What follows belongs to an exercise in optimizing a design on an open flow for small area, a short achievable clock period and few clock cycles per item; a production flow would make more cautious choices. In this exercise RTL edits were held to simulation tests only and were not proved equivalent to the original. Power and IR drop assume default switching activity.

## linear
module linear (
	clk,
	rst,
	start,
	ready,
	done,
	p__arg0_0_0,
	p__arg0_0_1,
	p__arg0_0_10,
	p__arg0_0_2,
	p__arg0_0_3,
	p__arg0_0_4,
	p__arg0_0_5,
	p__arg0_0_6,
	p__arg0_0_7,
	p__arg0_0_8,
	p__arg0_0_9,
	p___constant_11x11xf32_0_0,
	p___constant_11x11xf32_0_1,
	p___constant_11x11xf32_0_10,
	p___constant_11x11xf32_0_2,
	p___constant_11x11xf32_0_3,
	p___constant_11x11xf32_0_4,
	p___constant_11x11xf32_0_5,
	p___constant_11x11xf32_0_6,
	p___constant_11x11xf32_0_7,
	p___constant_11x11xf32_0_8,
	p___constant_11x11xf32_0_9,
	p___constant_11x11xf32_10_0,
	p___constant_11x11xf32_10_1,
	p___constant_11x11xf32_10_10,
	p___constant_11x11xf32_10_2,
	p___constant_11x11xf32_10_3,
	p___constant_11x11xf32_10_4,
	p___constant_11x11xf32_10_5,
	p___constant_11x11xf32_10_6,
	p___constant_11x11xf32_10_7,
	p___constant_11x11xf32_10_8,
	p___constant_11x11xf32_10_9,
	p___constant_11x11xf32_1_0,
	p___constant_11x11xf32_1_1,
	p___constant_11x11xf32_1_10,
	p___constant_11x11xf32_1_2,
	p___constant_11x11xf32_1_3,
	p___constant_11x11xf32_1_4,
	p___constant_11x11xf32_1_5,
	p___constant_11x11xf32_1_6,
	p___constant_11x11xf32_1_7,
	p___constant_11x11xf32_1_8,
	p___constant_11x11xf32_1_9,
	p___constant_11x11xf32_2_0,
	p___constant_11x11xf32_2_1,
	p___constant_11x11xf32_2_10,
	p___constant_11x11xf32_2_2,
	p___constant_11x11xf32_2_3,
	p___constant_11x11xf32_2_4,
	p___constant_11x11xf32_2_5,
	p___constant_11x11xf32_2_6,
	p___constant_11x11xf32_2_7,
	p___constant_11x11xf32_2_8,
	p___constant_11x11xf32_2_9,
	p___constant_11x11xf32_3_0,
	p___constant_11x11xf32_3_1,
	p___constant_11x11xf32_3_10,
  ...
export LEC_CHECK = 0
export ABC_AREA = 1
export CAP_MARGIN = 30
export CORE_AREA = 5 5 535 535
export DIE_AREA = 0 0 540 540
export PLACE_DENSITY = 0.8
export SETUP_SLACK_MARGIN = 5
export SLEW_MARGIN = 30
export TNS_END_PERCENT = 100
create_clock -name core_clock -period 8.0 [get_ports {clk}]
standard.sh (not shown) runs the stock make flow with config.mk's settings and CLKGATE_MAP_FILE= SYNTH_SCRIPT=/design/flow/synth_recipe.tcl, a recipe that flattens the netlist after the stock synthesis.
==> flow/flow/run.sh <==
#!/bin/bash
# The standard layout, with the port buffers made of the smallest buffer
# cell (sky130_fd_sc_hd__buf_1) instead of the one buffer_ports picks itself.
set -euo pipefail
export BUFFER_PORTS_ARGS="-buffer_cell sky130_fd_sc_hd__buf_1"
bash standard.sh > standard_flow.log 2>&1
Testbench counts at the start, summed over its fixed seeds: cycles 29,600, items 800.
Change:
--- a/flow/config.mk
+++ b/flow/config.mk
@@ -8,7 +8,7 @@
 export ABC_AREA = 1
 export CAP_MARGIN = 30
-export CORE_AREA = 5 5 535 535
-export DIE_AREA = 0 0 540 540
-export PLACE_DENSITY = 0.8
+export CORE_AREA = 5 5 555 555
+export DIE_AREA = 0 0 560 560
+export PLACE_DENSITY = 0.7
 export SETUP_SLACK_MARGIN = 5
 export SLEW_MARGIN = 30
Total power climbs by 1.2%.
Maximum frequency goes up by 1.9%.
Setup slack improves by 0.061 ns.
Worst hold slack improved by 0.016 ns.
Register-to-register slack improved by 0.06 ns.
Via count shrinks by 2.0%.
Final cell count went up by 1.6%.
Synthesized area stays the same.
Core utilization came out lower by 1.8 points.
Change:
--- a/flow/config.mk
+++ b/flow/config.mk
@@ -6,5 +6,4 @@
 export NUM_CORES = 4
 export LEC_CHECK = 0
-export ABC_AREA = 1
 export CAP_MARGIN = 30
 export CORE_AREA = 5 5 555 555
Final area came out lower by 3.0%.
Setup slack gets worse by 0.52 ns.
Via count drops by 9.8%.
Area after synthesis falls by 4.3%.
Maximum frequency went down by 14%.
Change:
--- a/flow/config.mk
+++ b/flow/config.mk
@@ -10,5 +10,5 @@
 export DIE_AREA = 0 0 560 560
 export PLACE_DENSITY = 0.7
-export SETUP_SLACK_MARGIN = 5
+export SETUP_SLACK_MARGIN = 4.5
 export SLEW_MARGIN = 30
 export TNS_END_PERCENT = 100
Clock skew is lower by 0.0035 ns.
Register-to-register slack got worse by 0.06 ns.
Setup slack degrades by 0.056 ns.
Design area fell by a few percent.

* * *

Setup of delta:
Another version of the RTL of linear (not shown whole).
Size in the first run: roughly 7100 cells after synthesis, about 550 flip-flops, about 1700 I/O pins, about 56000 um2 of cells after synthesis.
Settings: LEC_CHECK=0, CAP_MARGIN=10, CORE_AREA=5 5 555 555, DIE_AREA=0 0 560 560, PLACE_DENSITY=0.8, SETUP_SLACK_MARGIN=5, SLEW_MARGIN=10, TNS_END_PERCENT=100; clock period 8.0 ns.
Scripts as last shown in full above: flow/flow/run.sh
Testbench counts of delta, summed over its fixed seeds: cycles 29,600, items 800.
## Diff of input files: beta against delta
-- flow/config.mk --
<<< delta, line 8
export CAP_MARGIN = 10
>>> beta, line 8
export CAP_MARGIN = 30
<<< delta, line 11
export PLACE_DENSITY = 0.8
>>> beta, line 11
export PLACE_DENSITY = 0.7
<<< delta, line 13
export SLEW_MARGIN = 10
>>> beta, line 13
export SLEW_MARGIN = 30
Results
Result: PASS for each of delta and beta. NOTE maximum clock frequency delta->beta increased by a few percent. Compared with delta, beta shows count of placed standard cells in the final layout, fillers left out that has gone up slightly. For remaining global-route overflow, beta and delta come out practically identical. Relative to delta, the first-pass GRT wire length of beta is lower by about 3%. Non-clock buffer count ends up lower on delta. Number of cells on the critical path ends up higher on beta. Peak supply drop ended up 26% higher on beta than on delta. The final period utilization reported for beta is smaller than that of delta by 2.2 points. Compared with delta, the router placed fewer vias in beta. Diff delta -> beta: clock-buffer cell count dropped about 1%, relative slew slack climbed 19 points.

==> port drivers added, routing unchanged <==
In the flow no input, the clock included, has a driving cell. The finished layouts below were timed again as built, in two steps.
Step 1: set_driving_cell puts a clkbuf_16 on clk and a buf_2 on each other input, an assumption about the parent block.
Step 2, shift: input delay + t, output delay - t, t = (earliest + latest rising clock arrival at the registers) / 2. This alone moves slack from input paths to output paths.
a / b / c = ideal / step 1 / step 2; a / b = the first two.
run	t, ns	setup WS [ns]	worst hold slack (ns)	slew at the worst register clock pin (ns)	pins driven straight from the clock port
the first run of note 1	0.832	4.647 / 4.647 / 4.228	0.449 / 0.449 / 0.449	0.07 / 0.07	1
the second run of note 1	0.827	4.708 / 4.708 / 4.444	0.464 / 0.464 / 0.464	0.07 / 0.07	1
the third run of note 1	0.776	4.188 / 4.188 / 4.185	0.464 / 0.464 / 0.464	0.07 / 0.07	1
the fourth run of note 1	0.782	4.132 / 4.132 / 4.052	0.440 / 0.440 / 0.440	0.08 / 0.08	1
delta	0.770	4.098 / 4.098 / 4.098	0.419 / 0.419 / 0.419	0.07 / 0.07	1
beta	0.804	4.272 / 4.272 / 4.023	0.442 / 0.442 / 0.442	0.07 / 0.07	1
After both steps setup and hold are still met in every run listed. The setup slack of the first run of note 1, which loses most, moves by 0.000 ns with the drivers and by -0.419 ns with both steps.
